Source: an optimization exercise on an open RTL-to-GDS flow (aim: small area). Production flows keep margins and buffers that such runs may drop. The RTL was checked by simulation tests, not by an equivalence proof against the original design. In runs 1 to 3 and 6 to 9 the design's own scripts or RTL, not TritonCTS, make the clock network. The clock input has no modelled driver; a real chip could not lean on it and would need a root buffer or a full tree. No activity file was given, so power comes from the tool's default toggle rates.

==> design.v <==
module pdl
#(
          parameter N = 20,
          parameter OUT_NUM = 8
)
(
      input [N-1:0] wb,
      input [N-1:0] dl,
      input clk,
      input reset,
      input trigger,
      output reg delay_out
);
 reg s1, s2;
 reg [N-1:0] cnt;
 reg [N-1:0] tgt;
 reg in_dly, in_wid, load;
 wire rise  = s1 & ~s2;
 wire match = (cnt == tgt);
 wire idle  = ~in_dly & ~in_wid;
 wire [N-1:0] wg = wb & {N{in_dly}};
 wire [N:0] c;
 wire [N-1:0] sum;
 assign c[0] = 1'b0;
 genvar i;
 generate for (i = 0; i < N; i = i + 1) begin : g_add
     assign sum[i] = dl[i] ^ wg[i] ^ c[i];
     assign c[i+1] = (dl[i] & wg[i]) | (c[i] & (dl[i] ^ wg[i]));
 end endgenerate
 always @(posedge clk) begin
     s1 <= trigger;
     s2 <= s1;
     delay_out <= in_wid & reset;
     cnt <= load ? {N{1'b0}} : cnt + 1'b1;
     if ((idle & rise) | (in_dly & match))
         tgt <= sum;
 end
 always @(posedge clk)
     if (~reset) begin
         in_dly <= 1'b0;
         in_wid <= 1'b0;
         load   <= 1'b1;
     end else if (idle) begin
         if (rise) begin
             load   <= 1'b1;
             in_dly <= 1'b1;
         end
     end else if (in_dly) begin
         load <= 1'b0;
         if (match) begin
             in_dly <= 1'b0;
             in_wid <= 1'b1;
         end
     end else begin
         if (match)
             in_wid <= 1'b0;
     end
endmodule
==> flow/run.sh <==
#!/bin/bash
# Standard ORFS flow with two changes:
#  - port buffers use the smallest buffer cell (buf_1);
#  - after CTS, the clock tree is rebuilt as KB_K leaf buffers fed directly
#    from the clock port (flow/kbuf.tcl), without TritonCTS's dummy loads.
set -e
HERE=$(pwd)
cp config.mk config_orig.log
cat >> config.mk <<EOT
export BUFFER_PORTS_ARGS = -buffer_cell sky130_fd_sc_hd__buf_1
export POST_CTS_TCL = $HERE/flow/post_cts.tcl
EOT
export KB_LEAF=sky130_fd_sc_hd__clkbuf_8 KB_K=3 KB_ROOT=none
bash standard.sh > standard.log 2>&1
==> flow/kbuf.tcl <==
# Rebuild the clock tree: the clock port drives an optional root buffer, which
# drives K leaf buffers; the registers are split among the leaves by position
# (k-means). Settings: KB_LEAF (cell), KB_K, KB_ROOT (cell or "none").
proc kb_env {n d} { if {[info exists ::env($n)]} { return $::env($n) } ; return $d }
set leaf_master [kb_env KB_LEAF sky130_fd_sc_hd__clkbuf_8]
set K [kb_env KB_K 2]
set root_master [kb_env KB_ROOT none]
set block [ord::get_db_block]
set db [ord::get_db]
set root_net [[$block findBTerm clk] getNet]
set sinks {}; set bufs {}; set nets {}; set loads {}
set todo [list $root_net]
while {[llength $todo]} {
  set n [lindex $todo 0]; set todo [lrange $todo 1 end]
  foreach it [$n getITerms] {
    if {[$it isOutputSignal]} continue
    set inst [$it getInst]
    set m [[$inst getMaster] getName]
    if {[string match "clkload*" [$inst getName]]} { lappend loads $inst; continue }
    if {[string match "*clkbuf*" $m] || [string match "*__buf_*" $m]} {
      lappend bufs $inst
      foreach o [$inst getITerms] { if {[$o isOutputSignal] && [$o getNet] ne "NULL"} { lappend todo [$o getNet]; lappend nets [$o getNet] } }
    } elseif {[string match "*inv*" $m]} {
      error "inverter in clock tree: [$inst getName]"
    } else {
      lappend sinks $it
    }
  }
}
puts "kbuf: [llength $sinks] sinks; removing [llength $bufs] buffers, [llength $loads] dummy loads"
set pts {}
foreach it $sinks { set b [[$it getInst] getBBox]; lappend pts [list [expr {([$b xMin]+[$b xMax])/2}] [expr {([$b yMin]+[$b yMax])/2}]]; $it disconnect }
foreach inst [concat $bufs $loads] { foreach o [$inst getITerms] { $o disconnect }; odb::dbInst_destroy $inst }
foreach n $nets { odb::dbNet_destroy $n }
# k-means, seeded by spreading along x
set N [llength $pts]
set sorted [lsort -integer -index 0 $pts]
set cents {}
for {set k 0} {$k < $K} {incr k} { lappend cents [lindex $sorted [expr {int(($k+0.5)*$N/$K)}]] }
for {set iter 0} {$iter < 50} {incr iter} {
  set asg {}
  foreach p $pts {
    set best 0; set bd 1e18
    for {set k 0} {$k < $K} {incr k} { set c [lindex $cents $k]; set d [expr {abs([lindex $p 0]-[lindex $c 0]) + abs([lindex $p 1]-[lindex $c 1])}]; if {$d < $bd} { set bd $d; set best $k } }
    lappend asg $best
  }
  set nc {}
  for {set k 0} {$k < $K} {incr k} {
    set sx 0; set sy 0; set c 0
    foreach p $pts a $asg { if {$a == $k} { incr sx [lindex $p 0]; incr sy [lindex $p 1]; incr c } }
    if {$c} { lappend nc [list [expr {$sx / $c}] [expr {$sy / $c}]] } else { lappend nc [lindex $cents $k] }
  }
  set cents $nc
}
if {$root_master ne "none"} {
  set top_net [odb::dbNet_create $block clknet_root]
  $top_net setSigType CLOCK
  set r [odb::dbInst_create $block [$db findMaster $root_master] clkbuf_root]
  [$r findITerm A] connect $root_net
  [$r findITerm X] connect $top_net
  set sx 0; set sy 0; foreach c $cents { incr sx [lindex $c 0]; incr sy [lindex $c 1] }
  $r setLocation [expr {$sx / $K}] [expr {$sy / $K}]
  $r setPlacementStatus PLACED
} else {
  set top_net $root_net
}
for {set k 0} {$k < $K} {incr k} {
  set ln [odb::dbNet_create $block clknet_leaf_$k]
  $ln setSigType CLOCK
  set b [odb::dbInst_create $block [$db findMaster $leaf_master] clkbuf_leaf_$k]
  [$b findITerm A] connect $top_net
  [$b findITerm X] connect $ln
  set c 0
  foreach it $sinks a $asg { if {$a == $k} { $it connect $ln; incr c } }
  puts "kbuf: leaf $k: $c sinks"
  $b setLocation [lindex $cents $k 0] [lindex $cents $k 1]
  $b setPlacementStatus PLACED
}
==> flow/post_cts.tcl <==
# Runs at the end of ORFS's CTS step: replace TritonCTS's tree with a flat
# one (see kbuf.tcl), then legalize and re-estimate.
source [file join [file dirname [info script]] kbuf.tcl]
detailed_placement
check_placement -verbose
estimate_parasitics -placement
report_worst_slack -max
report_worst_slack -min
==> standard.sh <==
#!/bin/bash
# synth_recipe.tcl (not shown) runs the flow's synth.tcl, then flattens the netlist and writes it again
# the make line also repeats each setting of config.mk as NAME=value (left out here)
make -C /OpenROAD-flow-scripts/flow DESIGN_CONFIG=/design/flow/config.mk WORK_HOME=/design/flow/orfs CLKGATE_MAP_FILE= SYNTH_SCRIPT=/design/flow/synth_recipe.tcl "${@:-finish}"
==> config.mk <==
export PLATFORM = sky130hd
export DESIGN_NAME = pdl
export DESIGN_NICKNAME = pdl
export VERILOG_FILES = /design/flow/design.v
export SDC_FILE = /design/flow/constraint.sdc
export NUM_CORES = 4
export LEC_CHECK = 0
export CAP_MARGIN = 20
export CORE_MARGIN = 2
export CORE_UTILIZATION = 40
export SLEW_MARGIN = 20
export BUFFER_PORTS_ARGS = -buffer_cell sky130_fd_sc_hd__buf_1
export POST_CTS_TCL = /design/flow/flow/post_cts.tcl
==> constraint.sdc <==
create_clock -name core_clock -period 10.0 [get_ports {clk}]
set_input_delay 2.0000 -clock core_clock [delete_from_list [all_inputs] [get_ports {clk}]]
set_output_delay 2.0000 -clock core_clock [all_outputs]
set_load 0.01 [all_outputs]
==> results_dict.tcl, run 1 <==
set metrics [dict create \
    slew_viol_final 0 \
    synth-edff-count 20 \
    status "timing/DRC/antenna clean" \
    critPathLaunchType "input port" \
    synthMuxAreaShare_pct 0.904 \
    cp-end-kind "register" \
    place_area_sq_mm 0.00259 \
    final-hold-violation-count 0 \
    dr_wl_met2_mm 1.72 \
    io_pins 44 \
    initial_core_util_pct 41.9 \
    dieWidth_microns 80.7 \
    layout-drive-gt1-share_pct 2.87 \
    dp_hpwl_mm 2.95 \
    wl_met1_mm 1.83 \
    yosys.cell_types.count 27 \
    grt_max_degree 25 \
    synth_top_area_share_pct 25.5 \
    port_buffers 43 \
    synth_cells 202 \
    top_layer "met4" \
    postSynthAreaPerCell_sq_um 11.6 \
    clk_latency_ps 160 \
    critPathRequiredTime_ps 9930 \
    synth_top_area_cell "edfxtp_1" \
    clock_skew_ps 29.7 \
    grt_pass1_wl_mm 6.72 \
    setup_viol 0 \
    grt_usage_pct 13.5 \
    via_per_inst 4.53 \
    grt-ovfl-total 0 \
    netlist_top_cells_area "edfxtp_1, dfxtp_1, fa_1" \
    dr_total_vias 1433 \
    drtIter0Drc 99 \
    fp.dieH_microns 80.7 \
    slew_headroom_pct 51.0 \
    yosysMostFrequentCell "dfxtp_1" \
    synth_ff_type "dfxtp_1" \
    worstMarginPinSlew_ps 734 \
    drt_wl_total_mm 3.72 \
    arrival_ps 9590 \
    synth_compound_area_share_pct 1.49 \
    power_density_mw_per_mm2 119 \
    hold_class "register to register" \
    synth-simple-area-share_pct 17.6 \
    fin_nets 309 \
    placementRows 27 \
    ys_warn_count 1 \
    tns_ps 0 \
    area_growth_pct 11.9 \
    dieArea_sq_mm 0.00651 \
    post-route-util_pct 46.9 \
    ys_ff_latch 46 \
    n_antenna_cell 0 \
    gp_congestion 0.721 \
    vdd_drop_max_v 0.0000620 \
    ys_seq_area_share_pct 47.7 \
    core_sq_mm 0.00561 \
    clock_sinks 46 \
    post-route-period-util_pct 96.7 \
    synth_top_family_by_area "simple AND/OR/NAND/NOR gates" \
    synth_xor_area_share_pct 14.1 \
    fillers 564 \
    avgRoutedWirePerCell_microns 11.8 \
    path_clk_slew_ps 110 \
    antenna_found_initial 0 \
    synth_commonest_cells "dfxtp_1, xor2_1, edfxtp_1, nor2_1" \
    cp_max_fo 1 \
    wl_met3_microns 134 \
    syn_nets 265 \
    layout_min_cycle_time_ps 9670 \
    async_flop_share_pct 0 \
    max_freq_mhz 103 \
    postRouteAntennaNets 0 \
    final_area_sq_mm 0.00263 \
    rsz0062_at_grt "no" \
    critPathKind "input port to register" \
    syn_area_sq_mm 0.00235 \
    synth_adder_area_share_pct 16.4 \
    grt_pass1_vias 1472 \
    drv_cap 0 \
    power_leakage_nw 0.950 \
    drt-pass1-iter-count 4 \
    drc_errors 0 \
]
## stage by stage
stage / worst slack (ps) / power (W) / hold WS (ps) / instances
6_report: 331 / 0.000313 / 357 / 316
3_3_place_gp: 192 / 0.000246 / 333 / 313
5_1_grt: 9.80 / 0.000332 / 370 / 316
2_1_floorplan: 473 / 0.000233 / 323 / 202
3_5_place_dp: 136 / 0.000247 / 338 / 313
## cells in the final DEF, fill, tap and decap left out
cell type,instances
clkbuf_8,3
o21ai_0,4
and4_1,1
fa_1,18
nor3_1,3
edfxtp_1,20
nand2_1,9
mux2_2,1
nand3_1,9
and3_1,4
dfxtp_1,26
nor2_1,20
nand4_1,4
xnor2_1,15
buf_4,1
buf_1,43
xor2_1,23
mux2i_1,1
inv_1,6
nor2b_1,1
nor3_2,1
nor4_1,3
and2_1,18
ha_1,2
a21oi_1,3
nand4_2,1
or3_1,3
nor3b_1,1
## cells by family after synthesis
family	after synthesis
simple gates	78
flops	46
xor+xnor	38
fa+ha+maj	20
buf+inv	11
compound gates	7
mux	2
## per-layer routing
layer | vias up | global-route usage (%)
met5 | - | 0
met4 | 0 | 4.92
met3 | 3 | 2.13
met2 | 41 | 21.3
met1 | 638 | 19.0
li1 | 751 | -
## where the power goes
part           internal (W)  switching, W  total [W]
Sequential         0.000206    0.00000467   0.000210
Combinational     0.0000151     0.0000159  0.0000310
Clock             0.0000277     0.0000437  0.0000714
Total              0.000248     0.0000643   0.000313
## final timing paths
path / slack, ps / start / cells after the start / endpoint
worst max register to register: 1890 / in_dly / 24 / tgt[19]
worst max-delay path: 330 / wb[0] / 25 / tgt[19]
worst min-delay path: 360 / s1 / 0 / s2
worst min register to register: 360 / s1 / 0 / s2
## state kept, by name, indices dropped and copies added, names as in the netlist
| name | count |
|---|---|
| in_wid | 1 |
| tgt | 20 |
| cnt | 20 |
| delay_out | 1 |
| s1 | 1 |
| in_dly | 1 |
| load | 1 |
| s2 | 1 |
## worst max-delay path: stages
cell and delay [ps]:
buf_1 60, and2_1 140, ha_1 170, inv_1 60, fa_1 150, inv_1 50
fa_1 400, fa_1 400, fa_1 390, fa_1 390, fa_1 400, fa_1 390
fa_1 400, fa_1 390, fa_1 390, fa_1 390, fa_1 390, fa_1 390
fa_1 390, fa_1 390, fa_1 390, fa_1 390, fa_1 380, xor2_1 200
xnor2_1 100
## layout make-up
class | count | area, sq um | area share [%]
Sequential cell | 46 | 1120 | 42.6
Tap cell | 72 | 90.1 | 3.42
Buffer | 3 | 41.3 | 1.57
Timing Repair Buffer | 44 | 169 | 6.42
Multi-Input combinational cell | 145 | 1190 | 45.2
Inverter | 6 | 22.5 | 0.856
==> run 2: changes to the inputs <==
--- a/config.mk
+++ b/config.mk
@@ -7,7 +7,7 @@
 export LEC_CHECK = 0
 export CAP_MARGIN = 20
 export CORE_MARGIN = 2
-export CORE_UTILIZATION = 40
+export CORE_UTILIZATION = 65
 export SLEW_MARGIN = 20
 export BUFFER_PORTS_ARGS = -buffer_cell sky130_fd_sc_hd__buf_1
 export POST_CTS_TCL = /design/flow/flow/post_cts.tcl
==> run 2 against run 1 <==
Effect of this change:
- still clean
- first-iteration DRC count fell by 11%
- global-route usage is 7.4 points higher
- area after synthesis unchanged
- fmax rose by 0.30%
- wire length increased by 1.4%
- sequential cell count unchanged
- power is essentially flat
- synthesized cell count is the same
- worst hold slack gained 6.8 ps
- die area down 37%
- sequential share of layout area increased by 0.57 points
- critical path type unchanged
- largest power group unchanged
==> results_dict.tcl, run 2 <==
set metrics [dict create \
    layout_min_cycle_time_ps 9640 \
    top_regs "cnt (20), tgt (20)" \
    setup_viol 0 \
    grt-ovfl-total 0 \
    synth_ff_type "dfxtp_1" \
    slew_headroom_pct 53.1 \
    rsz0062_at_grt "no" \
    status "timing/DRC/antenna clean" \
    path_clk_slew_ps 90 \
    dieWidth_microns 64.2 \
    ys_warn_count 1 \
    via_per_inst 5.02 \
    fin_nets 308 \
    slew_viol_final 0 \
    syn_nets 265 \
    avgRoutedWirePerCell_microns 13.1 \
    core_sq_mm 0.00342 \
    gp_congestion 0.789 \
    multi_input_area_sq_mm 0.00119 \
    antenna_found_initial 0 \
    cp_max_fo 1 \
    clk_latency_ps 150 \
    clock_sinks 46 \
    critPathKind "input port to register" \
    n_antenna_cell 0 \
    grt_pass1_wl_mm 6.62 \
    arrival_ps 9550 \
    synth_cells 202 \
    synth_commonest_cells "dfxtp_1, xor2_1, edfxtp_1, nor2_1" \
    critPathLaunchType "input port" \
    final-hold-violation-count 0 \
    ys_ff_latch 46 \
    dieArea_sq_mm 0.00412 \
    fin_total_pwr_w 0.000313 \
    layout_commonest_cell "buf_1" \
    cp-end-kind "register" \
    mostFrequentLayoutCells "buf_1, dfxtp_1, xor2_1" \
    clock_skew_ps 5.94 \
    drt-pass1-iter-count 4 \
    dp_hpwl_mm 3.12 \
    placementRows 21 \
    fp.dieH_microns 64.2 \
    post-route-period-util_pct 96.4 \
    worst_slack_ps 359 \
    async_flop_share_pct 0 \
    hold_class "register to register" \
    max_freq_mhz 104 \
    ys_seq_area_share_pct 47.7 \
    initial_core_util_pct 68.9 \
    power_density_mw_per_mm2 120 \
    netlist_top_cells_area "edfxtp_1, dfxtp_1, fa_1" \
    area_growth_pct 10.4 \
    synth-edff-count 20 \
    postRouteAntennaNets 0 \
    yosysMostFrequentCell "dfxtp_1" \
    syn_area_sq_mm 0.00235 \
    fillers 228 \
    grt_pass1_vias 1484 \
    tns_ps 0 \
    drt_wl_total_mm 3.77 \
    dp.cells 286 \
    worstMarginPinSlew_ps 702 \
    dr_total_vias 1452 \
    pre_cts_slack_ps 96.4 \
    grt_usage_pct 20.9 \
    port_buffers 43 \
    fin_cells 289 \
    io_pins 44 \
    layout.area.seq_sq_mm 0.00112 \
    yosys.cell_types.count 27 \
    postSynthAreaPerCell_sq_um 11.6 \
    synth_top_area_share_pct 25.5 \
    drv_cap 0 \
    power_leakage_nw 0.942 \
    layout-drive-gt1-share_pct 3.29 \
    synth_top_area_cell "edfxtp_1" \
    rrSetupSlack_ps 1660 \
    vdd_drop_max_v 0.0000616 \
    critPathRequiredTime_ps 9910 \
    drtIter0Drc 88 \
    grt_max_degree 26 \
    drc_errors 0 \
]
-- run 2: cell counts after synthesis --
Identical to the previous run, type by type.
-- run 2: routing by layer --
layer	global-route usage [%]	routed length (microns)	vias up
met1	28.2	1810	652
li1	-	-	750
met2	34.9	1710	45
met3	4.05	208	5
met5	0	0	-
met4	5.85	53	0
-- run 2: path summary, 6_finish.rpt --
path               start      end  cells past startpoint
setup reg to reg  in_dly  tgt[19]                     24
hold reg to reg       s1       s2                      0
setup / recovery   wb[0]  tgt[19]                     25
hold / removal        s1       s2                      0
-- run 2: final cells by class --
cell class              count  share of cell area [%]
multi-input cells         145                    46.0
flip-flops and latches     46                    43.2
inverters                   6                   0.867
well taps                  46                    2.22
repair buffers             43                    6.21
plain buffers               3                    1.59
-- run 2: where the power goes --
| part | total (W) | switching [W] | internal, W |
|---|---|---|---|
| logic | 0.0000313 | 0.0000157 | 0.0000157 |
| registers | 0.000211 | 0.00000584 | 0.000206 |
| clock network | 0.0000702 | 0.0000425 | 0.0000277 |
| total | 0.000313 | 0.0000640 | 0.000249 |
-- run 2: critical path, cell delays in order --
cell and delay (ps):
buf_1 60, and2_1 150, ha_1 170, inv_1 60
fa_1 150, inv_1 50, fa_1 390, fa_2 350
fa_1 390, fa_1 390, fa_1 390, fa_1 390
fa_1 400, fa_1 400, fa_2 360, fa_1 390
fa_1 390, fa_1 390, fa_1 390, fa_1 390
fa_1 390, fa_1 390, fa_1 400, xor2_1 170
xnor2_1 120
-- run 2: logic make-up (layout without fill, tap and decap cells) --
family	count (synthesis)	after routing	synth area share, %
flip-flops	46	46	47.7
multiplexers	2	2	0.904
AND/OR/NAND/NOR	78	78	17.6
XOR/XNOR	38	38	14.1
buffers and inverters	11	52	1.81
adder cells (fa/ha/maj)	20	20	16.4
AO/OA/AOI/OAI	7	7	1.49
-- run 2: metrics by stage --
stage / util [%] / hold WS, ps / instance area, sq um
2_1_floorplan: - / 323 / 2350
3_3_place_gp: 74.7 / 334 / 2550
3_5_place_dp: 74.7 / 347 / 2550
5_1_grt: 76.0 / 367 / 2600
6_report: 76.0 / 364 / 2600
==> run 3: changes to the inputs <==
--- a/design.v
+++ b/design.v
@@ -18,11 +18,18 @@
  wire rise  = s1 & ~s2;
  wire match = (cnt == tgt);
  wire idle  = ~in_dly & ~in_wid;
+ genvar i;
+ wire [N:0] ic;
+ wire [N-1:0] inc;
+ assign ic[0] = 1'b1;
+ generate for (i = 0; i < N; i = i + 1) begin : g_inc
+     assign inc[i] = cnt[i] ^ ic[i];
+     assign ic[i+1] = cnt[i] & ic[i];
+ end endgenerate
  wire [N-1:0] wg = wb & {N{in_dly}};
  wire [N:0] c;
  wire [N-1:0] sum;
  assign c[0] = 1'b0;
- genvar i;
  generate for (i = 0; i < N; i = i + 1) begin : g_add
      assign sum[i] = dl[i] ^ wg[i] ^ c[i];
      assign c[i+1] = (dl[i] & wg[i]) | (c[i] & (dl[i] ^ wg[i]));
@@ -31,7 +38,7 @@
      s1 <= trigger;
      s2 <= s1;
      delay_out <= in_wid & reset;
-     cnt <= load ? {N{1'b0}} : cnt + 1'b1;
+     cnt <= load ? {N{1'b0}} : inc;
      if ((idle & rise) | (in_dly & match))
          tgt <= sum;
  end
==> run 3 against run 2 <==
Effect of this change:
- power up 1.3%
- largest power group unchanged
- worst hold slack worse by 7.1 ps
- via count down 10%
- fmax down 1.1%
- wire length up 1.7%
- highest routed layer unchanged
- clock skew up 5.2 ps
- area after synthesis down 2.4%
- synthesized cell count down 15%
- clock power up 3.3%
==> results_dict.tcl, run 3 <==
set metrics [dict create \
    final-hold-violation-count 0 \
    max_freq_mhz 103 \
    slew_viol_final 0 \
    synth_top_area_cell "edfxtp_1" \
    layout-drive-gt1-share_pct 3.29 \
    dieWidth_microns 63.4 \
    synth_commonest_cells "dfxtp_1, edfxtp_1, ha_1" \
    power_density_mw_per_mm2 124 \
    drt_wl_total_mm 3.84 \
    dr_total_vias 1303 \
    power_leakage_nw 1.06 \
    n_antenna_cell 0 \
    drt-pass1-iter-count 4 \
    critPathRequiredTime_ps 9910 \
    antenna_found_initial 0 \
    fp.dieH_microns 63.4 \
    layout_min_cycle_time_ps 9750 \
    syn_area_sq_mm 0.00230 \
    mostFrequentLayoutCells "buf_1, dfxtp_1, edfxtp_1" \
    top_layer "met4" \
    critPathLaunch "wb[0]" \
    synth_ff_type "dfxtp_1" \
    path_clk_slew_ps 100 \
    tns_ps 0 \
    status "timing/DRC/antenna clean" \
    grt_pass1_wl_mm 6.29 \
    reg2reg_from "in_dly" \
    p_int_w 0.000249 \
    yosys.cell_types.count 21 \
    cp-end-kind "register" \
    setup_viol 0 \
    grt_max_degree 26 \
    power_frac_seq_pct 66.7 \
    drv_cap 0 \
    post-route-period-util_pct 97.5 \
    async_flop_share_pct 0 \
    core_sq_mm 0.00336 \
    fin_nets 295 \
    dp_hpwl_mm 3.02 \
    dr_wl_met2_mm 2.03 \
    layout_commonest_cell "buf_1" \
    vdd_drop_max_v 0.000105 \
    avgRoutedWirePerCell_microns 14.8 \
    drc_errors 0 \
    clk_latency_ps 160 \
    placementRows 21 \
    via_per_inst 5.03 \
    arrival_ps 9660 \
    top_regs "cnt (20), tgt (20)" \
    post-route-util_pct 75.8 \
    postRouteAntennaNets 0 \
    layout.area.seq_sq_mm 0.00112 \
    synth-edff-count 20 \
    netlist_top_cells_area "edfxtp_1, dfxtp_1, fa_1" \
    clock_skew_ps 11.1 \
    pre_cts_slack_ps -104 \
    clock_sinks 46 \
    worstHoldStart "s1" \
    port_buffers 43 \
    timing.hold.ws_ps 357 \
    rsz0062_at_grt "no" \
    synth_cells 171 \
    grt_usage_pct 20.6 \
    ys_ff_latch 46 \
    worst_slack_ps 254 \
    grt-ovfl-total 0 \
    io_pins 44 \
    drtIter0Drc 53 \
    postSynthAreaPerCell_sq_um 13.4 \
    wl_met3_microns 123 \
    fillers 237 \
    hold_class "register to register" \
    synth_top_area_share_pct 26.2 \
    syn_nets 251 \
    area_growth_pct 11.0 \
    worstMarginPinSlew_ps 800 \
    yosysMostFrequentCell "dfxtp_1" \
    gp_congestion 0.750 \
    power.switching_w 0.0000675 \
    initial_core_util_pct 68.3 \
    slew_headroom_pct 46.7 \
    ys_warn_count 1 \
    power_frac_comb_pct 10.4 \
    critPathKind "input port to register" \
    multi_input_area_sq_mm 0.00115 \
    ys_seq_area_share_pct 48.8 \
    cp_max_fo 1 \
    critPathLaunchType "input port" \
    grt_pass1_vias 1461 \
    p_sw_share_pct 21.3 \
    power.share.clock_pct 22.9 \
    dieArea_sq_mm 0.00402 \
    wl_met1_mm 1.66 \
]
run 3: path summary, 6_finish.rpt:
kind | to | slack [ps] | cells after the start
setup / recovery | tgt[19] | 250 | 25
hold / removal | s2 | 360 | 0
setup reg to reg | tgt[19] | 1540 | 24
hold reg to reg | s2 | 360 | 0
run 3: final cells by class:
type,count,share of cell area [%]
plain buffers,3,1.62
inverters,5,0.736
multi-input cells,116,45.1
flip-flops and latches,46,44.0
well taps,46,2.26
repair buffers,43,6.33
run 3: power groups by stage:
| stage | Combinational (W) | Clock [W] | Sequential (W) |
|---|---|---|---|
| 6_report | 0.0000329 | 0.0000725 | 0.000211 |
| 5_1_grt | 0.0000373 | 0.0000780 | 0.000213 |
| 3_5_place_dp | 0.0000318 | 0 | 0.000216 |
| 3_3_place_gp | 0.0000294 | 0 | 0.000216 |
| 2_1_floorplan | 0.0000201 | 0 | 0.000212 |
run 3: through the flow:
step / cell area, sq um / power, W / cells
after detailed placement: 2500 / 0.000248 / 256
after floorplan: 2300 / 0.000233 / 171
after global placement: 2500 / 0.000245 / 256
after global routing: 2550 / 0.000328 / 259
final: 2550 / 0.000317 / 259
run 3: logic make-up after synthesis:
| logic type | after synthesis | synth area share [%] |
|---|---|---|
| and+or+nand+nor | 51 | 13.3 |
| adders and majority gates | 37 | 26.0 |
| xor gates and xnor gates | 23 | 8.77 |
| DFF | 46 | 48.8 |
| buffers and inverters | 9 | 1.47 |
| AOI/OAI and AO/OA | 3 | 0.654 |
| muxes | 2 | 0.926 |
run 3: per-layer routing:
layer	track usage (%)	vias up
li1	-	646
met1	25.5	628
met2	38.2	27
met3	3.93	2
met4	3.26	0
met5	0	-
run 3: worst max-delay path, stage by stage:
cell	delay [ps]
buf_1	70
and2_1	150
ha_1	180
inv_1	70
fa_1	160
inv_1	50
fa_1	420
fa_2	400
fa_1	390
fa_1	390
fa_1	380
fa_1	420
fa_2	360
fa_2	350
fa_1	380
fa_1	400
fa_1	410
fa_1	400
fa_1	390
fa_1	390
fa_1	390
fa_1	390
fa_1	380
xor2_1	160
xnor2_1	140
==> run 4: changes to the inputs <==
--- a/flow/run.sh
+++ b/flow/run.sh
@@ -10,5 +10,5 @@
 export BUFFER_PORTS_ARGS = -buffer_cell sky130_fd_sc_hd__buf_1
 export POST_CTS_TCL = $HERE/flow/post_cts.tcl
 EOT
-export KB_LEAF=sky130_fd_sc_hd__clkbuf_8 KB_K=3 KB_ROOT=none
+export KB_LEAF=sky130_fd_sc_hd__clkbuf_8 KB_K=2 KB_ROOT=none
 bash standard.sh > standard.log 2>&1
--- a/config.mk
+++ b/config.mk
@@ -7,7 +7,8 @@
 export LEC_CHECK = 0
 export CAP_MARGIN = 20
 export CORE_MARGIN = 2
-export CORE_UTILIZATION = 65
+export CORE_UTILIZATION = 85
+export PLACE_DENSITY = 0.9
 export SLEW_MARGIN = 20
 export BUFFER_PORTS_ARGS = -buffer_cell sky130_fd_sc_hd__buf_1
 export POST_CTS_TCL = /design/flow/flow/post_cts.tcl
==> run 4 against run 3 <==
Effect of this change:
- the run now fails in global placement
- synthesized cell count did not move
- area after synthesis did not move
==> results_dict.tcl, run 4 <==
set metrics [dict create \
    netlist_top_cells_area "edfxtp_1, dfxtp_1, fa_1" \
    haltStage "global placement" \
    placementRows 18 \
    syn_area_sq_mm 0.00230 \
    dieWidth_microns 56.0 \
    stop_error "[ERROR GPL-0301] Utilization 101.890 % exceeds 100%." \
    synth_top_area_share_pct 26.2 \
    postSynthAreaPerCell_sq_um 13.4 \
    status "stopped before the end" \
    ys_seq_area_share_pct 48.8 \
    synth_ff_type "dfxtp_1" \
    syn_nets 251 \
    fp.dieH_microns 56.0 \
    async_flop_share_pct 0 \
    port_buffers 43 \
    yosys.cell_types.count 21 \
    initial_core_util_pct 91.0 \
    synth-edff-count 20 \
    yosysMostFrequentCell "dfxtp_1" \
    synth_top_area_cell "edfxtp_1" \
    synth_commonest_cells "dfxtp_1, edfxtp_1, ha_1" \
    synth_cells 171 \
    ys_ff_latch 46 \
    io_pins 44 \
    ys_warn_count 1 \
]
==> run 4: cell counts after synthesis <==
Identical to the previous run, type by type.
==> run 4: logic make-up after synthesis <==
kind of cell	after synthesis	synth area share [%]
AND/OR/NAND/NOR	51	13.3
multiplexers	2	0.926
AO/OA/AOI/OAI	3	0.654
buffers and inverters	9	1.47
flip-flops	46	48.8
adder cells (fa/ha/maj)	37	26.0
XOR/XNOR	23	8.77
==> run 5: changes to the inputs <==
==> flow/run.sh (replaced) <==
#!/bin/bash
# Standard ORFS flow with two changes:
#  - port buffers use the smallest buffer cell (buf_1);
#  - after CTS, the clock tree is rebuilt as 2-4 leaf buffers fed directly
#    from the clock port (flow/kbuf_auto.tcl), without TritonCTS's dummy loads.
set -e
HERE=$(pwd)
cp config.mk config_orig.log
cat >> config.mk <<EOT
export BUFFER_PORTS_ARGS = -buffer_cell sky130_fd_sc_hd__buf_1
export POST_CTS_TCL = $HERE/flow/post_cts.tcl
EOT
export KB_TARGET=0.115
bash standard.sh > standard.log 2>&1
==> flow/kbuf_auto.tcl (new file) <==
source [file join [file dirname [info script]] kbuf_lib.tcl]
set kb_sizes {sky130_fd_sc_hd__clkbuf_1 sky130_fd_sc_hd__clkbuf_2 sky130_fd_sc_hd__clkbuf_4 sky130_fd_sc_hd__clkbuf_8 sky130_fd_sc_hd__clkbuf_16}
set kb_target [expr {[info exists ::env(KB_TARGET)] ? $::env(KB_TARGET) : 0.115}]
proc kb_leaf_slew {k} {
  set worst 0
  foreach p [get_pins -of_objects [get_nets clknet_leaf_$k]] {
    if {[get_property $p direction] ne "input"} continue
    foreach prop {slew_max_rise slew_max_fall} { set s [get_property $p $prop]; if {$s > $worst} { set worst $s } }
  }
  return $worst
}
proc kb_size {K} {
  global kb_sizes kb_target
  set idx {}
  for {set k 0} {$k < $K} {incr k} { lappend idx 0; replace_cell [get_cells clkbuf_leaf_$k] [lindex $kb_sizes 0] }
  while 1 {
    estimate_parasitics -placement
    set changed 0
    for {set k 0} {$k < $K} {incr k} {
      if {[kb_leaf_slew $k] > $kb_target} {
        set i [lindex $idx $k]
        if {$i + 1 >= [llength $kb_sizes]} { return 1e9 }
        incr i; lset idx $k $i
        replace_cell [get_cells clkbuf_leaf_$k] [lindex $kb_sizes $i]
        set changed 1
      }
    }
    if {!$changed} break
  }
  set area 0
  for {set k 0} {$k < $K} {incr k} { set area [expr {$area + [[[ord::get_db] findMaster [lindex $kb_sizes [lindex $idx $k]]] getWidth]}] }
  puts "kbuf: K=$K sizes=[lmap i $idx {lindex $kb_sizes $i}] width=$area"
  return $area
}
set best_k 0; set best_a 1e18
foreach K {2 3 4} {
  kb_build $K sky130_fd_sc_hd__clkbuf_2 none
  set a [kb_size $K]
  if {$a < $best_a} { set best_a $a; set best_k $K }
}
puts "kbuf: choosing K=$best_k"
kb_build $best_k sky130_fd_sc_hd__clkbuf_2 none
kb_size $best_k
==> flow/kbuf_lib.tcl (new file) <==
# Rebuild the clock tree: the clock port drives an optional root buffer, which
# drives K leaf buffers; the registers are split among the leaves by position
# (k-means). Settings: KB_LEAF (cell), KB_K, KB_ROOT (cell or "none").
proc kb_build {K leaf_master root_master} {
set block [ord::get_db_block]
set db [ord::get_db]
set root_net [[$block findBTerm clk] getNet]
set sinks {}; set bufs {}; set nets {}; set loads {}
set todo [list $root_net]
while {[llength $todo]} {
  set n [lindex $todo 0]; set todo [lrange $todo 1 end]
  foreach it [$n getITerms] {
    if {[$it isOutputSignal]} continue
    set inst [$it getInst]
    set m [[$inst getMaster] getName]
    if {[string match "clkload*" [$inst getName]]} { lappend loads $inst; continue }
    if {[string match "*clkbuf*" $m] || [string match "*__buf_*" $m]} {
      lappend bufs $inst
      foreach o [$inst getITerms] { if {[$o isOutputSignal] && [$o getNet] ne "NULL"} { lappend todo [$o getNet]; lappend nets [$o getNet] } }
    } elseif {[string match "*inv*" $m]} {
      error "inverter in clock tree: [$inst getName]"
    } else {
      lappend sinks $it
    }
  }
}
puts "kbuf($K): [llength $sinks] sinks; removing [llength $bufs] buffers, [llength $loads] dummy loads"
set pts {}
foreach it $sinks { set b [[$it getInst] getBBox]; lappend pts [list [expr {([$b xMin]+[$b xMax])/2}] [expr {([$b yMin]+[$b yMax])/2}]]; $it disconnect }
foreach inst [concat $bufs $loads] { foreach o [$inst getITerms] { $o disconnect }; odb::dbInst_destroy $inst }
foreach n $nets { odb::dbNet_destroy $n }
# k-means, seeded by spreading along x
set N [llength $pts]
set sorted [lsort -integer -index 0 $pts]
set cents {}
for {set k 0} {$k < $K} {incr k} { lappend cents [lindex $sorted [expr {int(($k+0.5)*$N/$K)}]] }
for {set iter 0} {$iter < 50} {incr iter} {
  set asg {}
  foreach p $pts {
    set best 0; set bd 1e18
    for {set k 0} {$k < $K} {incr k} { set c [lindex $cents $k]; set d [expr {abs([lindex $p 0]-[lindex $c 0]) + abs([lindex $p 1]-[lindex $c 1])}]; if {$d < $bd} { set bd $d; set best $k } }
    lappend asg $best
  }
  set nc {}
  for {set k 0} {$k < $K} {incr k} {
    set sx 0; set sy 0; set c 0
    foreach p $pts a $asg { if {$a == $k} { incr sx [lindex $p 0]; incr sy [lindex $p 1]; incr c } }
    if {$c} { lappend nc [list [expr {$sx / $c}] [expr {$sy / $c}]] } else { lappend nc [lindex $cents $k] }
  }
  set cents $nc
}
if {$root_master ne "none"} {
  set top_net [odb::dbNet_create $block clknet_root]
  $top_net setSigType CLOCK
  set r [odb::dbInst_create $block [$db findMaster $root_master] clkbuf_root]
  [$r findITerm A] connect $root_net
  [$r findITerm X] connect $top_net
  set sx 0; set sy 0; foreach c $cents { incr sx [lindex $c 0]; incr sy [lindex $c 1] }
  $r setLocation [expr {$sx / $K}] [expr {$sy / $K}]
  $r setPlacementStatus PLACED
} else {
  set top_net $root_net
}
for {set k 0} {$k < $K} {incr k} {
  set ln [odb::dbNet_create $block clknet_leaf_$k]
  $ln setSigType CLOCK
  set b [odb::dbInst_create $block [$db findMaster $leaf_master] clkbuf_leaf_$k]
  [$b findITerm A] connect $top_net
  [$b findITerm X] connect $ln
  set c 0
  foreach it $sinks a $asg { if {$a == $k} { $it connect $ln; incr c } }
  puts "kbuf($K): leaf $k: $c sinks"
  $b setLocation [lindex $cents $k 0] [lindex $cents $k 1]
  $b setPlacementStatus PLACED
}
}
==> flow/post_cts.tcl (replaced) <==
# Runs at the end of ORFS's CTS step: replace TritonCTS's tree with a flat
# one (see kbuf_auto.tcl), then legalize and re-estimate.
source [file join [file dirname [info script]] kbuf_auto.tcl]
detailed_placement
check_placement -verbose
estimate_parasitics -placement
report_worst_slack -max
report_worst_slack -min
--- a/config.mk
+++ b/config.mk
@@ -7,8 +7,7 @@
 export LEC_CHECK = 0
 export CAP_MARGIN = 20
 export CORE_MARGIN = 2
-export CORE_UTILIZATION = 85
-export PLACE_DENSITY = 0.9
+export CORE_UTILIZATION = 65
 export SLEW_MARGIN = 20
 export BUFFER_PORTS_ARGS = -buffer_cell sky130_fd_sc_hd__buf_1
 export POST_CTS_TCL = /design/flow/flow/post_cts.tcl
removed: flow/kbuf.tcl
==> run 5 against run 4 <==
Effect of this change:
- synthesized cell count stayed put
- the flow stops in clock tree synthesis
- area after synthesis did not move
==> results_dict.tcl, run 5 <==
set metrics [dict create \
    gp_congestion 0.750 \
    pre_cts_slack_ps -104 \
    ys_seq_area_share_pct 48.8 \
    status "stopped before the end" \
    synth_ff_type "dfxtp_1" \
    ys_ff_latch 46 \
    synth_top_area_share_pct 26.2 \
    ys_warn_count 1 \
    synth_commonest_cells "dfxtp_1, edfxtp_1, ha_1" \
    async_flop_share_pct 0 \
    synth-edff-count 20 \
    stop_error "Error: cts.tcl, 90 can't read \"kb_sizes\": no such variable" \
    dieWidth_microns 63.4 \
    yosysMostFrequentCell "dfxtp_1" \
    clock_sinks 46 \
    synth_top_area_cell "edfxtp_1" \
    port_buffers 43 \
    postSynthAreaPerCell_sq_um 13.4 \
    yosys.cell_types.count 21 \
    io_pins 44 \
    synth_cells 171 \
    initial_core_util_pct 68.3 \
    syn_area_sq_mm 0.00230 \
    dp_hpwl_mm 3.02 \
    placementRows 21 \
    syn_nets 251 \
    fp.dieH_microns 63.4 \
    netlist_top_cells_area "edfxtp_1, dfxtp_1, fa_1" \
    haltStage "clock tree synthesis" \
]
==> run 5: power groups by stage <==
stage,clock (W),combinational [W],sequential (W)
after detailed placement,0,0.0000318,0.000216
after global placement,0,0.0000294,0.000216
after floorplan,0,0.0000201,0.000212
==> run 5: through the flow <==
step | instances | area [sq um] | power (W)
floorplan | 171 | 2300 | 0.000233
global placement | 256 | 2500 | 0.000245
detailed placement | 256 | 2500 | 0.000248
==> run 5: cell families after synthesis <==
family,after synthesis,share of synthesized area [%]
multiplexers,2,0.926
XOR/XNOR,23,8.77
adder cells (fa/ha/maj),37,26.0
AND/OR/NAND/NOR,51,13.3
AO/OA/AOI/OAI,3,0.654
buffers and inverters,9,1.47
flip-flops,46,48.8
==> run 5: worst max-delay path by stage <==
| stage | depth (start not counted) | from | endpoint | slack [ps] |
|---|---|---|---|---|
| after global placement | 25 | wb[0] | tgt[19] | 130 |
| after detailed placement | 25 | wb[0] | tgt[19] | -100 |
| after floorplan | 24 | wb[0] | tgt[19] | 380 |
==> run 6: changes to the inputs <==
--- a/flow/kbuf_auto.tcl
+++ b/flow/kbuf_auto.tcl
@@ -1,6 +1,6 @@
 source [file join [file dirname [info script]] kbuf_lib.tcl]
-set kb_sizes {sky130_fd_sc_hd__clkbuf_1 sky130_fd_sc_hd__clkbuf_2 sky130_fd_sc_hd__clkbuf_4 sky130_fd_sc_hd__clkbuf_8 sky130_fd_sc_hd__clkbuf_16}
-set kb_target [expr {[info exists ::env(KB_TARGET)] ? $::env(KB_TARGET) : 0.115}]
+set ::kb_sizes {sky130_fd_sc_hd__clkbuf_1 sky130_fd_sc_hd__clkbuf_2 sky130_fd_sc_hd__clkbuf_4 sky130_fd_sc_hd__clkbuf_8 sky130_fd_sc_hd__clkbuf_16}
+set ::kb_target [expr {[info exists ::env(KB_TARGET)] ? $::env(KB_TARGET) : 0.115}]
 proc kb_leaf_slew {k} {
   set worst 0
   foreach p [get_pins -of_objects [get_nets clknet_leaf_$k]] {
==> run 6 against run 5 <==
Effect of this change:
- the run now finishes clean
- synthesized cell count stayed put
- area after synthesis stayed put
==> results_dict.tcl, run 6 <==
set metrics [dict create \
    layout_min_cycle_time_ps 9750 \
    critPathKind "input port to register" \
    top_regs "cnt (20), tgt (20)" \
    ys_seq_area_share_pct 48.8 \
    yosys.cell_types.count 21 \
    power_density_mw_per_mm2 124 \
    initial_core_util_pct 68.3 \
    io_pins 44 \
    layout-drive-gt1-share_pct 3.29 \
    path_clk_slew_ps 100 \
    avgRoutedWirePerCell_microns 14.7 \
    critPathLaunch "wb[0]" \
    drtIter0Drc 57 \
    hold_class "register to register" \
    drt-pass1-iter-count 2 \
    status "timing/DRC/antenna clean" \
    gp_congestion 0.750 \
    critPathLaunchType "input port" \
    drt_wl_total_mm 3.82 \
    slew_viol_final 0 \
    rsz0062_at_grt "no" \
    synth_commonest_cells "dfxtp_1, edfxtp_1, ha_1" \
    clock_sinks 46 \
    critPathRequiredTime_ps 9910 \
    via_per_inst 5.03 \
    vdd_drop_max_v 0.000105 \
    dieWidth_microns 63.4 \
    postRouteAntennaNets 0 \
    antenna_found_initial 0 \
    dp.cells 256 \
    area_growth_pct 11.0 \
    post-route-period-util_pct 97.5 \
    grt_pass1_wl_mm 6.29 \
    dieArea_sq_mm 0.00402 \
    ys_warn_count 1 \
    clock_skew_ps 12.2 \
    port_buffers 43 \
    reg2reg_from "in_dly" \
    synth-edff-count 20 \
    slew_headroom_pct 46.8 \
    max_freq_mhz 103 \
    async_flop_share_pct 0 \
    cp_max_fo 1 \
    dp_hpwl_mm 3.02 \
    grt_busiest_layer "met2" \
    clk_latency_ps 160 \
    drc_errors 0 \
    fp.dieH_microns 63.4 \
    fin_nets 295 \
    ys_ff_latch 46 \
    synth_ff_type "dfxtp_1" \
    arrival_ps 9660 \
    timing.hold.ws_ps 358 \
    syn_area_sq_mm 0.00230 \
    mostFrequentLayoutCells "buf_1, dfxtp_1, edfxtp_1" \
    pre_cts_slack_ps -104 \
    power_leakage_nw 1.06 \
    syn_nets 251 \
    n_antenna_cell 0 \
    placementRows 21 \
    synth_top_area_share_pct 26.2 \
    use_met1_pct 25.5 \
    cp-end-kind "register" \
    grtUsageMet3_pct 3.93 \
    synth_top_area_cell "edfxtp_1" \
    layout_commonest_cell "buf_1" \
    worstHoldStart "s1" \
    synth_cells 171 \
    grt-ovfl-total 0 \
    dr_total_vias 1304 \
    setup_viol 0 \
    drv_cap 0 \
    grt_pass1_vias 1467 \
    grt_usage_pct 20.6 \
    fin_cells 259 \
    netlist_top_cells_area "edfxtp_1, dfxtp_1, fa_1" \
    postSynthAreaPerCell_sq_um 13.4 \
    core_sq_mm 0.00336 \
    yosysMostFrequentCell "dfxtp_1" \
    final-hold-violation-count 0 \
    globalRouteMet2Util_pct 38.2 \
    worst_slack_ps 245 \
    worstMarginPinSlew_ps 799 \
    grt_max_degree 26 \
]
-- run 6: path summary, 6_finish.rpt --
path,end,cells past startpoint,slack [ps]
setup / recovery,tgt[19],25,250
hold / removal,s2,0,360
setup reg to reg,tgt[19],24,1530
hold reg to reg,s2,0,360
-- run 6: routing by layer --
| layer | wire (microns) | vias to the layer above |
|---|---|---|
| li1 | - | 647 |
| met5 | 0 | - |
| met1 | 1660 | 628 |
| met2 | 2010 | 27 |
| met4 | 25 | 0 |
| met3 | 123 | 2 |
-- run 6: area by class of cell --
type	instances	area [sq um]
multi-input cells	116	1150
flip-flops and latches	46	1120
fillers	237	815
repair buffers	43	161
well taps	46	57.6
plain buffers	3	41.3
inverters	5	18.8
-- run 6: through the flow --
step                TNS [ps]  utilization [%]  power, W  cell area, sq um
detailed placement      -104             74.3  0.000248              2500
global placement           0             74.3  0.000245              2500
finish                     0             75.8  0.000317              2550
global route               0             75.8  0.000328              2550
floorplan                  0                -  0.000233              2300
-- run 6: critical path, cell delays in order --
cell	delay [ps]
buf_1	70
and2_1	150
ha_1	180
inv_1	70
fa_1	160
inv_1	50
fa_1	420
fa_2	400
fa_1	390
fa_1	390
fa_1	380
fa_1	420
fa_2	370
fa_2	350
fa_1	380
fa_1	400
fa_1	410
fa_1	400
fa_1	390
fa_1	390
fa_1	390
fa_1	390
fa_1	380
xor2_1	160
xnor2_1	150
-- run 6: cells by family (layout without fill, tap and decap cells) --
| family | count (synthesis) | in the layout | share of synthesized area (%) |
|---|---|---|---|
| mux | 2 | 2 | 0.926 |
| flops | 46 | 46 | 48.8 |
| compound gates | 3 | 3 | 0.654 |
| buf+inv | 9 | 51 | 1.47 |
| simple gates | 51 | 51 | 13.3 |
| fa+ha+maj | 37 | 37 | 26.0 |
| xor+xnor | 23 | 23 | 8.77 |
-- run 6: power by group --
group	internal (W)	switching [W]
Combinational	0.0000160	0.0000167
Clock	0.0000277	0.0000448
Sequential	0.000206	0.00000591
Total	0.000249	0.0000674
==> run 7: changes to the inputs <==
--- a/config.mk
+++ b/config.mk
@@ -7,7 +7,8 @@
 export LEC_CHECK = 0
 export CAP_MARGIN = 20
 export CORE_MARGIN = 2
-export CORE_UTILIZATION = 65
+export CORE_UTILIZATION = 70
+export PLACE_DENSITY = 0.8
 export SLEW_MARGIN = 20
 export BUFFER_PORTS_ARGS = -buffer_cell sky130_fd_sc_hd__buf_1
 export POST_CTS_TCL = /design/flow/flow/post_cts.tcl
==> run 7 against run 6 <==
Effect of this change:
- via count rose by 2.7%
- final area fell by 0.25%
- critical path depth did not move
- clock skew rose by 12 ps
- still clean
==> results_dict.tcl, run 7 <==
set metrics [dict create \
    placementRows 20 \
    clock_sinks 46 \
    rrSetupSlack_ps 1570 \
    critPathTopFamily "adder cells" \
    ys_seq_area_share_pct 48.8 \
    grt_pass1_vias 1403 \
    timing.hold.ws_ps 360 \
    setup_viol 0 \
    port_buffers 43 \
    arrival_ps 9620 \
    power_density_mw_per_mm2 122 \
    fin_total_pwr_w 0.000309 \
    synth_top_area_cell "edfxtp_1" \
    fp.dieH_microns 61.3 \
    slew_viol_final 0 \
    dp_hpwl_mm 3.15 \
    clock_skew_ps 24.2 \
    holdPathEnd "s2" \
    path_clk_slew_ps 110 \
    grt_pass1_wl_mm 6.12 \
    layout-drive-gt1-share_pct 3.76 \
    place_area_sq_mm 0.00250 \
    rsz0062_at_grt "no" \
    synth_commonest_cells "dfxtp_1, edfxtp_1, ha_1" \
    postSynthAreaPerCell_sq_um 13.4 \
    initial_core_util_pct 74.6 \
    n_antenna_cell 0 \
    clk_latency_ps 170 \
    layout_min_cycle_time_ps 9690 \
    path_buf_inv 3 \
    ys_ff_latch 46 \
    status "timing/DRC/antenna clean" \
    syn_nets 251 \
    holdPathStages 0 \
    critPathKind "input port to register" \
    synth_cells 171 \
    syn_area_sq_mm 0.00230 \
    worstMarginPinSlew_ps 766 \
    slowest_delay_ps 420 \
    grt-ovfl-total 0 \
    hold_class "register to register" \
    antenna_found_initial 0 \
    drt-pass1-iter-count 4 \
    dieArea_sq_mm 0.00375 \
    fillers 179 \
    cpMostUsedCell "fa_1" \
    mostFrequentLayoutCells "buf_1, dfxtp_1, edfxtp_1" \
    cp-end-kind "register" \
    gp_congestion 0.709 \
    area_growth_pct 10.7 \
    core_sq_mm 0.00308 \
    netlist_top_cells_area "edfxtp_1, dfxtp_1, fa_1" \
    io_pins 44 \
    critPathLaunchType "input port" \
    pre_cts_slack_ps -134 \
    cp_max_fo 1 \
    layout_commonest_cell "buf_1" \
    post-route-period-util_pct 96.9 \
    ys_warn_count 1 \
    synth_ff_type "dfxtp_1" \
    max_freq_mhz 103 \
    tns_ps 0 \
    final-hold-violation-count 0 \
    rr_worst_depth 24 \
    slew_headroom_pct 48.9 \
    vdd_drop_max_v 0.0000768 \
    synth_top_area_share_pct 26.2 \
    drv_cap 0 \
    grt_max_degree 26 \
    crit_slowest_cell "fa_1" \
    yosys.cell_types.count 21 \
    via_per_inst 5.21 \
    drt_wl_total_mm 3.79 \
    dieWidth_microns 61.3 \
    r2r-end "tgt[19]" \
    synth-edff-count 20 \
    fin_nets 295 \
    worstHoldStart "s1" \
    power_leakage_nw 1.05 \
    drtIter0Drc 72 \
    async_flop_share_pct 0 \
    postRouteAntennaNets 0 \
    drc_errors 0 \
    grt_usage_pct 23.8 \
    dr_total_vias 1339 \
    avgRoutedWirePerCell_microns 14.8 \
    critPathRequiredTime_ps 9920 \
    yosysMostFrequentCell "dfxtp_1" \
    final_area_sq_mm 0.00254 \
    reg2reg_from "in_dly" \
    top_regs "cnt (20), tgt (20)" \
    worst_slack_ps 306 \
]
run 7: cell counts after synthesis:
Identical to the previous run, type by type.
run 7: kinds of logic (layout without fill, tap and decap cells):
group | after synthesis | after routing | synth area share, %
compound gates | 3 | 3 | 0.654
xor+xnor | 23 | 23 | 8.77
fa+ha+maj | 37 | 37 | 26.0
buf+inv | 9 | 51 | 1.47
flops | 46 | 46 | 48.8
mux | 2 | 2 | 0.926
simple gates | 51 | 51 | 13.3
run 7: layout make-up:
type / count / area, sq um / area share [%]
buffer: 3 / 35.0 / 1.38
inverter: 5 / 18.8 / 0.738
multi-input combinational: 116 / 1150 / 45.3
sequential: 46 / 1120 / 44.1
tap: 44 / 55.1 / 2.17
timing repair buffer: 43 / 161 / 6.35
run 7: worst register-to-register path: cells and delay by family (launching register included):
family | cells | cell delay [ps]
buffers and inverters | 2 | 130
AND/OR/NAND/NOR | 1 | 250
XOR/XNOR | 2 | 290
adder cells (fa/ha/maj) | 19 | 6970
flip-flops | 1 | 530
run 7: how the worst max path moves through the flow:
stage | end | depth (start not counted) | startpoint | slack (ps)
global placement | tgt[19] | 25 | wb[0] | 140
global route | tgt[19] | 25 | wb[0] | 30
floorplan | tgt[19] | 24 | wb[0] | 380
finish | tgt[19] | 25 | wb[0] | 310
detailed placement | tgt[19] | 25 | wb[0] | -130
run 7: routing by layer:
metal | up-vias | global-route usage [%] | routed length (microns)
li1 | 650 | - | -
met1 | 651 | 28.0 | 1540
met2 | 38 | 44.5 | 2070
met3 | 0 | 6.09 | 180
met4 | 0 | 3.73 | 0
met5 | - | 0 | 0
run 7: where the power goes:
part	internal (W)	total, W	switching, W
logic	0.0000159	0.0000324	0.0000165
clock network	0.0000233	0.0000654	0.0000420
registers	0.000206	0.000212	0.00000591
run 7: per-stage QoR:
stage | util (%) | cells
6_report | 82.6 | 257
5_1_grt | 82.6 | 257
3_5_place_dp | 81.1 | 254
3_3_place_gp | 81.1 | 254
2_1_floorplan | - | 171
==> run 8: changes to the inputs <==
--- a/config.mk
+++ b/config.mk
@@ -7,8 +7,7 @@
 export LEC_CHECK = 0
 export CAP_MARGIN = 20
 export CORE_MARGIN = 2
-export CORE_UTILIZATION = 70
-export PLACE_DENSITY = 0.8
+export CORE_UTILIZATION = 75
 export SLEW_MARGIN = 20
 export BUFFER_PORTS_ARGS = -buffer_cell sky130_fd_sc_hd__buf_1
 export POST_CTS_TCL = /design/flow/flow/post_cts.tcl
==> run 8 against run 7 <==
Effect of this change:
- combinational power increased by 1%
- register-to-register slack worse by 30 ps
- sequential power about the same
- fmax fell by 0.81%
- cell count shrank 3.9%
- final area unchanged
- critical path type unchanged
- critical endpoint unchanged
==> results_dict.tcl, run 8 <==
set metrics [dict create \
    synth_commonest_cells "dfxtp_1, edfxtp_1, ha_1" \
    postRouteAntennaNets 0 \
    power_leakage_nw 1.06 \
    clock_skew_ps 11.4 \
    dieArea_sq_mm 0.00352 \
    initial_core_util_pct 77.1 \
    drc_errors 0 \
    power_frac_comb_pct 10.3 \
    antenna_found_initial 0 \
    top_regs "cnt (20), tgt (20)" \
    ys_seq_area_share_pct 48.8 \
    io_pins 44 \
    grt_max_degree 26 \
    path_clk_slew_ps 80 \
    synth_cells 171 \
    max_freq_mhz 102 \
    critPathLaunchType "input port" \
    layout-drive-gt1-share_pct 4.21 \
    synth_top_area_cell "edfxtp_1" \
    final-hold-violation-count 0 \
    slew_headroom_pct 49.8 \
    grt_pass1_wl_mm 6.19 \
    critPathKind "input port to register" \
    avgRoutedWirePerCell_microns 15.8 \
    drt-pass1-iter-count 4 \
    n_antenna_cell 0 \
    grt_usage_pct 25.0 \
    drtIter0Drc 64 \
    gp_congestion 0.733 \
    yosysMostFrequentCell "dfxtp_1" \
    vdd_drop_max_v 0.0000789 \
    via_per_inst 5.32 \
    layout_commonest_cell "buf_1" \
    dieWidth_microns 59.3 \
    synth_top_area_share_pct 26.2 \
    fin_nets 296 \
    clk_latency_ps 150 \
    mostFrequentLayoutCells "buf_1, dfxtp_1, edfxtp_1" \
    post-route-util_pct 85.4 \
    cp-end-kind "register" \
    netlist_top_cells_area "edfxtp_1, dfxtp_1, fa_1" \
    postSynthAreaPerCell_sq_um 13.4 \
    fin_cells 247 \
    ys_warn_count 1 \
    layout_min_cycle_time_ps 9770 \
    yosys.cell_types.count 21 \
    grt-ovfl-total 0 \
    hold_class "register to register" \
    ys_ff_latch 46 \
    arrival_ps 9680 \
    cp_max_fo 1 \
    async_flop_share_pct 0 \
    status "timing/DRC/antenna clean" \
    port_buffers 43 \
    power_density_mw_per_mm2 126 \
    synth_ff_type "dfxtp_1" \
    syn_nets 251 \
    clock_sinks 46 \
    synth-edff-count 20 \
    fp.dieH_microns 59.3 \
    power_frac_seq_pct 66.2 \
    syn_area_sq_mm 0.00230 \
    drt_wl_total_mm 3.91 \
    worstMarginPinSlew_ps 753 \
    setup_viol 0 \
    p_int_w 0.000254 \
    area_growth_pct 10.7 \
    slew_viol_final 0 \
    power.share.clock_pct 23.5 \
    dr_total_vias 1315 \
    post-route-period-util_pct 97.7 \
    dp.cells 243 \
    core_sq_mm 0.00298 \
    critPathRequiredTime_ps 9900 \
    p_sw_share_pct 20.5 \
    drv_cap 0 \
    power.switching_w 0.0000655 \
    dp_hpwl_mm 3.08 \
    grt_pass1_vias 1433 \
    placementRows 20 \
]
==> run 8: cell counts after synthesis <==
Identical to the previous run, type by type.
==> run 8: worst paths after layout <==
| path | startpoint | to | slack [ps] | cells after the start |
|---|---|---|---|---|
| hold / removal | s1 | s2 | 370 | 0 |
| setup reg to reg | in_dly | tgt[19] | 1540 | 24 |
| hold reg to reg | s1 | s2 | 370 | 0 |
| setup / recovery | wb[0] | tgt[19] | 230 | 25 |
==> run 8: metal layers <==
metal / GRT usage (%) / up-vias / routed length (microns)
met3: 5.24 / 2 / 173
met1: 30.8 / 621 / 1500
met4: 4.87 / 0 / 17
met2: 45.5 / 43 / 2220
met5: 0 / - / 0
li1: - / 649 / -
==> run 8: cell families (layout without fill, tap and decap cells) <==
family,after synthesis,in the layout,synth area share [%]
and+or+nand+nor,51,51,13.3
muxes,2,2,0.926
xor gates and xnor gates,23,23,8.77
DFF,46,46,48.8
adders and majority gates,37,37,26.0
buffers and inverters,9,52,1.47
AOI/OAI and AO/OA,3,3,0.654
==> run 8: worst max-delay path: stages <==
cell     delay (ps)
buf_1            60
and2_1          140
ha_1            170
inv_1            70
fa_1            170
inv_1            60
fa_1            430
fa_2            400
fa_1            390
fa_1            400
fa_1            390
fa_1            390
fa_1            410
fa_2            370
fa_2            370
fa_1            400
fa_1            390
fa_1            400
fa_1            400
fa_2            360
fa_1            380
fa_1            390
fa_1            400
xor2_1          170
xnor2_1         130
==> run 8: power by group through the flow <==
stage / Clock [W] / Sequential [W] / Combinational, W
global route: 0.0000827 / 0.000212 / 0.0000377
global placement: 0 / 0.000215 / 0.0000288
finish: 0.0000751 / 0.000211 / 0.0000328
floorplan: 0 / 0.000212 / 0.0000201
detailed placement: 0 / 0.000216 / 0.0000323
==> run 8: final cells by class <==
cell class,instances,area (sq um)
Buffer,4,48.8
Fill cell,156,435
Inverter,5,18.8
Multi-Input combinational cell,116,1150
Sequential cell,46,1120
Tap cell,33,41.3
Timing Repair Buffer,43,161
==> run 8: metrics by stage <==
stage	power (W)	area, sq um	setup TNS, ps	setup WS, ps	hold WS (ps)
after floorplan	0.000233	2300	0	382	323
final	0.000319	2540	0	227	367
after global placement	0.000244	2480	0	137	331
after detailed placement	0.000248	2480	-132	-132	339
after global routing	0.000333	2540	-15.9	-15.9	364
==> run 9: changes to the inputs <==
--- a/flow/kbuf_lib.tcl
+++ b/flow/kbuf_lib.tcl
@@ -25,6 +25,10 @@
   }
 }
 puts "kbuf($K): [llength $sinks] sinks; removing [llength $bufs] buffers, [llength $loads] dummy loads"
+# order the registers by name so the result does not depend on net order
+set named {}
+foreach it $sinks { lappend named [list [[$it getInst] getName] $it] }
+set sinks [lmap r [lsort -index 0 $named] {lindex $r 1}]
 set pts {}
 foreach it $sinks { set b [[$it getInst] getBBox]; lappend pts [list [expr {([$b xMin]+[$b xMax])/2}] [expr {([$b yMin]+[$b yMax])/2}]]; $it disconnect }
 foreach inst [concat $bufs $loads] { foreach o [$inst getITerms] { $o disconnect }; odb::dbInst_destroy $inst }
--- a/config.mk
+++ b/config.mk
@@ -7,7 +7,8 @@
 export LEC_CHECK = 0
 export CAP_MARGIN = 20
 export CORE_MARGIN = 2
-export CORE_UTILIZATION = 75
+export CORE_UTILIZATION = 70
+export PLACE_DENSITY = 0.8
 export SLEW_MARGIN = 20
 export BUFFER_PORTS_ARGS = -buffer_cell sky130_fd_sc_hd__buf_1
 export POST_CTS_TCL = /design/flow/flow/post_cts.tcl
==> run 9 against run 8 <==
Effect of this change:
- sequential power about the same
- clock power decreased by 13%
- first-iteration DRC count increased by 16%
- die area increased by 6.6%
- fmax increased by 0.83%
- global-route usage decreased by 1.1 points
- power decreased by 3.2%
- via count increased by 0.91%
- sequential share of layout area about the same
- highest routed layer unchanged
==> results_dict.tcl, run 9 <==
set metrics [dict create \
    status "timing/DRC/antenna clean" \
    yosys.cell_types.count 21 \
    dp.cells 254 \
    grt_pass1_vias 1409 \
    fin_nets 296 \
    drt_wl_total_mm 3.83 \
    slew_viol_final 0 \
    dr_total_vias 1327 \
    postSynthAreaPerCell_sq_um 13.4 \
    rrSetupSlack_ps 1580 \
    worstHoldStart "s1" \
    core_sq_mm 0.00308 \
    drv_cap 0 \
    synth_top_area_share_pct 26.2 \
    dieWidth_microns 61.3 \
    holdPathEnd "s2" \
    syn_nets 251 \
    path_clk_slew_ps 100 \
    area_growth_pct 10.8 \
    grt_usage_pct 24.0 \
    post-route-period-util_pct 96.9 \
    grt_pass1_wl_mm 6.14 \
    n_antenna_cell 0 \
    synth_commonest_cells "dfxtp_1, edfxtp_1, ha_1" \
    reg2reg_from "in_dly" \
    dieArea_sq_mm 0.00375 \
    tns_ps 0 \
    clock_skew_ps 18.9 \
    critPathRequiredTime_ps 9920 \
    postRouteAntennaNets 0 \
    dp_hpwl_mm 3.15 \
    mostFrequentLayoutCells "buf_1, dfxtp_1, edfxtp_1" \
    power_density_mw_per_mm2 122 \
    fin_total_pwr_w 0.000309 \
    dr_wl_met2_mm 2.05 \
    holdPathStages 0 \
    rsz0062_at_grt "no" \
    synth_cells 171 \
    cp_max_fo 1 \
    grt-ovfl-total 0 \
    synth_top_area_cell "edfxtp_1" \
    netlist_top_cells_area "edfxtp_1, dfxtp_1, fa_1" \
    power_leakage_nw 1.06 \
    async_flop_share_pct 0 \
    ys_seq_area_share_pct 48.8 \
    grt_max_degree 26 \
    via_per_inst 5.14 \
    top_layer "met4" \
    worstMarginPinSlew_ps 778 \
    clk_latency_ps 160 \
    synth_ff_type "dfxtp_1" \
    r2r-end "tgt[19]" \
    io_pins 44 \
    fin_cells 258 \
    layout-drive-gt1-share_pct 4.21 \
    wl_met1_mm 1.58 \
    rr_worst_depth 24 \
    yosysMostFrequentCell "dfxtp_1" \
    hold_class "register to register" \
    drc_errors 0 \
    initial_core_util_pct 74.6 \
    cp-end-kind "register" \
    drtIter0Drc 74 \
    antenna_found_initial 0 \
    gp_congestion 0.709 \
    port_buffers 43 \
    fp.dieH_microns 61.3 \
    clock_sinks 46 \
    ys_warn_count 1 \
    top_regs "cnt (20), tgt (20)" \
    setup_viol 0 \
    final-hold-violation-count 0 \
    synth-edff-count 20 \
    slew_headroom_pct 48.1 \
    arrival_ps 9610 \
    syn_area_sq_mm 0.00230 \
    avgRoutedWirePerCell_microns 14.8 \
    critPathKind "input port to register" \
    layout_commonest_cell "buf_1" \
    vdd_drop_max_v 0.0000679 \
    placementRows 20 \
    layout_min_cycle_time_ps 9690 \
    fillers 180 \
    max_freq_mhz 103 \
    drt-pass1-iter-count 4 \
    critPathLaunchType "input port" \
    wl_met3_microns 165 \
    ys_ff_latch 46 \
]
[run 9: worst max path at each step]
stage,end,startpoint
after global placement,tgt[19],wb[0]
after global routing,tgt[19],wb[0]
after floorplan,tgt[19],wb[0]
final,tgt[19],wb[0]
after detailed placement,tgt[19],wb[0]
[run 9: report_power, final]
group	switching [W]	internal (W)	leakage [nW]	total, W
sequential	0.00000592	0.000206	0.397	0.000212
combinational	0.0000166	0.0000159	0.639	0.0000325
clock	0.0000415	0.0000236	0.0210	0.0000651
total	0.0000640	0.000245	1.06	0.000309
[run 9: kinds of logic (layout without fill, tap and decap cells)]
logic type / Yosys count / after routing / share of synthesized area, %
AO/OA/AOI/OAI: 3 / 3 / 0.654
XOR/XNOR: 23 / 23 / 8.77
adder cells (fa/ha/maj): 37 / 37 / 26.0
buffers and inverters: 9 / 52 / 1.47
flip-flops: 46 / 46 / 48.8
multiplexers: 2 / 2 / 0.926
AND/OR/NAND/NOR: 51 / 51 / 13.3
[run 9: critical path, cell delays in order]
cell and delay (ps):
buf_1 60, and2_1 140, ha_1 170, inv_1 80, fa_1 170, inv_1 50, fa_1 420, fa_2 400
fa_2 360, fa_2 350, fa_1 380, fa_1 390, fa_1 400, fa_1 410, fa_1 400, fa_1 390
fa_1 400, fa_2 370, fa_1 400, fa_1 390, fa_1 400, fa_1 390, fa_1 380, xor2_1 160
xnor2_1 130
[run 9: per-layer routing]
metal	global-route usage, %	vias to the layer above
met1	28.0	640
met3	6.72	5
li1	-	649
met5	0	-
met2	44.2	33
met4	4.66	0
[run 9: through the flow]
stage | area [sq um] | hold slack, ps | util [%] | setup WS (ps)
3_3_place_gp | 2500 | 331 | 81.1 | 138
3_5_place_dp | 2500 | 334 | 81.1 | -134
6_report | 2540 | 357 | 82.6 | 308
5_1_grt | 2540 | 373 | 82.6 | 36.6
2_1_floorplan | 2300 | 323 | - | 382
[run 9: area by class of cell]
type	instances	area, sq um	area share [%]
buffer	4	36.3	1.43
multi-input combinational	116	1150	45.3
tap	44	55.1	2.16
sequential	46	1120	44.1
timing repair buffer	43	161	6.35
inverter	5	18.8	0.738

[afterwards: timing with drivers on the ports]
In the flow no input, the clock included, has a driving cell. The finished layouts below were timed again as built, in two steps. Step 1 (the two cells are an assumption about what drives the block):
set clk [get_ports {clk}]
set_driving_cell -lib_cell sky130_fd_sc_hd__clkbuf_16 $clk
set_driving_cell -lib_cell sky130_fd_sc_hd__buf_2 [delete_from_list [all_inputs] $clk]
Step 2 also shifts input and output timing later by t, the mid clock arrival at the registers, as if the neighbouring blocks saw the same clock. a / b / c = ideal ports / drivers / drivers and shift; a / b = the first two.
run | t, ns | setup slack, ns | hold WS [ns] | worst data-port slew with drivers (ns) | cell pins on the clock port's net
run 1 | 0.195 | 0.331 / 0.358 / 0.163 | 0.357 / 0.357 / 0.357 | 0.03 | 3
run 2 | 0.191 | 0.359 / 0.383 / 0.192 | 0.364 / 0.364 / 0.364 | 0.04 | 3
run 3 | 0.194 | 0.254 / 0.277 / 0.084 | 0.357 / 0.357 / 0.357 | 0.04 | 3
run 6 | 0.193 | 0.245 / 0.269 / 0.076 | 0.358 / 0.358 / 0.358 | 0.04 | 3
run 7 | 0.196 | 0.306 / 0.328 / 0.132 | 0.360 / 0.360 / 0.360 | 0.04 | 3
run 8 | 0.191 | 0.227 / 0.256 / 0.066 | 0.367 / 0.367 / 0.367 | 0.04 | 4
run 9 | 0.202 | 0.308 / 0.338 / 0.137 | 0.357 / 0.357 / 0.357 | 0.04 | 4
After both steps every run listed still meets setup and hold. For run 7, which loses most, drivers alone change the setup slack by +0.022 ns; drivers and shift together by -0.174 ns.
